This is an optimization exercise on Yosys and OpenROAD, whose aim is a short achievable clock period and low power, not a production implementation.
Function was checked by simulation only, so behaviour that the tests miss may differ from the original.
Power figures rest on the tool's default switching activity, not on a simulated workload.

Setup of main:
// bn_mac_unit
module bn_mac_unit (
	input wire aclk,
	input wire aresetn,
	input wire aclken,
	input wire bypass,
	input wire[1:0] bn_calfmt,
	input wire[4:0] fixed_point_quat_accrc,
	input wire[31:0] mac_cell_i_op_a,
	input wire[31:0] mac_cell_i_op_x,
	input wire[31:0] mac_cell_i_op_b,
	input wire mac_cell_i_is_a_eq_1,
	input wire mac_cell_i_is_b_eq_0,
	input wire[1:0] mac_cell_i_info_along,
	input wire mac_cell_i_vld,
	output wire[31:0] mac_cell_o_res,
	output wire[1:0] mac_cell_o_info_along,
	output wire mac_cell_o_vld
);
Settings: LEC_CHECK=0, ABC_AREA=1, CAP_MARGIN=20, CORE_MARGIN=2, CORE_UTILIZATION=40, CTS_BUF_LIST=sky130_fd_sc_hd__clkbuf_8, CTS_CLUSTER_DIAMETER=80, CTS_CLUSTER_SIZE=16, SETUP_SLACK_MARGIN=5, SLEW_MARGIN=20; clock period 9.0 ns.
run.sh (not shown) runs the stock make flow with config.mk's settings and CLKGATE_MAP_FILE= SYNTH_SCRIPT=/design/flow/synth_recipe.tcl, a recipe that flattens the netlist after the stock synthesis.
The following lists how the feature branch was set up differently from main:
- swapping 80 for 100 in CTS_CLUSTER_DIAMETER
- swapping 16 for 25 in CTS_CLUSTER_SIZE
- swapping 40 for 50 in CORE_UTILIZATION
- swapping sky130_fd_sc_hd__clkbuf_8 for sky130_fd_sc_hd__clkbuf_8 sky130_fd_sc_hd__clkbuf_16 in CTS_BUF_LIST
## What came out
Across the feature branch and main, the outcome is the same: a clean finish for every run. Critical path's largest stage delay for the feature branch is lower than for main. The run with more routed wire is main, not the feature branch. Taking main as the reference point, the number of nets in the layout of the feature branch falls by about 0.8%. The feature branch and main ended up with nearly the same clock buffer and inverter area fraction after layout. Looking at post-layout worst setup margin across the feature branch and main, the one that comes out lower is the feature branch.

bn_mac_unit, a different RTL version from the one above (not shown whole).
Size: ~6500 cells after synthesis, about 980 flip-flops, about 150 I/O pins.
==> flow/design.v (excerpt) <==
module bn_mac_unit (
	input wire aclk,
	input wire aresetn,
	input wire aclken,
	input wire bypass,
	input wire[1:0] bn_calfmt,
	input wire[4:0] fixed_point_quat_accrc,
	input wire[31:0] mac_cell_i_op_a,
	input wire[31:0] mac_cell_i_op_x,
	input wire[31:0] mac_cell_i_op_b,
	input wire mac_cell_i_is_a_eq_1,
	input wire mac_cell_i_is_b_eq_0,
	input wire[1:0] mac_cell_i_info_along,
	input wire mac_cell_i_vld,
	output wire[31:0] mac_cell_o_res,
	output wire[1:0] mac_cell_o_info_along,
	output wire mac_cell_o_vld
);
==> flow/config.mk <==
export PLATFORM = sky130hd
export DESIGN_NAME = bn_mac_unit
export DESIGN_NICKNAME = bn_mac_unit
export VERILOG_FILES = /design/flow/design.v
export SDC_FILE = /design/flow/constraint.sdc
export NUM_CORES = 4
export LEC_CHECK = 0
export ABC_CLOCK_PERIOD_IN_PS = 2500
export CAP_MARGIN = 20
export CORE_MARGIN = 2
export CORE_UTILIZATION = 65
export PLACE_DENSITY = 0.75
export SETUP_SLACK_MARGIN = 5
export SLEW_MARGIN = 20
==> flow/constraint.sdc <==
create_clock -name core_clock -period 9.0 [get_ports {aclk}]
set_input_delay 1.8000 -clock core_clock [delete_from_list [all_inputs] [get_ports {aclk}]]
set_output_delay 1.8000 -clock core_clock [all_outputs]
set_load 0.01 [all_outputs]
Next try:
- CORE_UTILIZATION: 65 -> 40
- PLACE_DENSITY: 0.75 -> default
Outcome: The new run went through all stages and came out clean; setup slack improved by 88 ps; total power fell by 3.1%; flip-flop and latch count stays the same; worst hold slack got worse by 12 ps; area after synthesis stays the same; global-route usage fell by 15 points.
Next try:
- ABC_AREA: default -> 1
- ABC_CLOCK_PERIOD_IN_PS: 2500 -> default
- CTS_BUF_LIST: default -> sky130_fd_sc_hd__clkbuf_4 sky130_fd_sc_hd__clkbuf_8
- CTS_CLUSTER_SIZE: default -> 20
Effect:
- worst setup slack gets worse by 340 ps
- total power goes down by about a fifth
- combinational power goes down by about a fifth
- register-to-register slack gets worse by 340 ps
- utilization goes up by 0.15 points
- global-route usage goes up by 0.36 points
- final cell count goes up by a few percent
- final area goes down by a few percent
Next try:
- ABC_AREA: 1 -> default
- CTS_BUF_LIST: sky130_fd_sc_hd__clkbuf_4 sky130_fd_sc_hd__clkbuf_8 -> default
- CTS_CLUSTER_SIZE: 20 -> default
- SETUP_SLACK_MARGIN: 5 -> default
The changed run passed the timing, design-rule and antenna checks.
Cell area goes up by 0.77%.
Power came out higher by 15%.
Die area is higher by 2.8%.
Sequential power came out higher by 10%.
Global-route usage drops by 0.88 points.
Core utilization came out lower by 0.84 points.
Next try:
- ABC_CLOCK_PERIOD_IN_PS: default -> 2500
- CTS_BUF_LIST: default -> sky130_fd_sc_hd__clkbuf_4 sky130_fd_sc_hd__clkbuf_8
- CTS_CLUSTER_SIZE: default -> 20
- SETUP_SLACK_MARGIN: default -> 5
Result:
- non-clock buffer count came out higher by 91
- total power climbs slightly
- area after synthesis does not change
- sequential cell count does not change

-- separate check: timing with driven ports --
Ports are ideal in the flow. The routed layouts listed here were re-timed in OpenROAD. Step 1, drivers: a clkbuf_16 drives aclk and a buf_2 each remaining input, both assumed. Step 2, shift: input delay + t, output delay - t, t = (earliest + latest rising clock arrival at the registers) / 2. This alone moves slack from input paths to output paths. Three values: ideal ports, drivers, drivers and shift; two values: the first two.
| run | t (ns) | setup slack, ns | worst register clock-pin slew, ns |
|---|---|---|---|
| main | 0.930 | 4.938 / 4.938 / 4.363 | 0.12 / 0.12 |
| the feature branch | 0.762 | 4.896 / 4.896 / 4.418 | 0.11 / 0.11 |
| the first run of note 2 | 0.788 | 4.999 / 4.999 / 4.397 | 0.07 / 0.07 |
| the second run of note 2 | 0.847 | 5.087 / 5.087 / 4.401 | 0.07 / 0.07 |
| the third run of note 2 | 1.018 | 4.748 / 4.748 / 3.977 | 0.08 / 0.08 |
| the fourth run of note 2 | 0.846 | 3.897 / 3.897 / 3.897 | 0.07 / 0.07 |
| the fifth run of note 2 | 1.018 | 5.093 / 5.093 / 4.175 | 0.07 / 0.07 |
After both steps setup and hold are still met in every run listed. The setup slack of the fifth run of note 2, which loses most, moves by 0.000 ns with the drivers and by -0.918 ns with both steps.
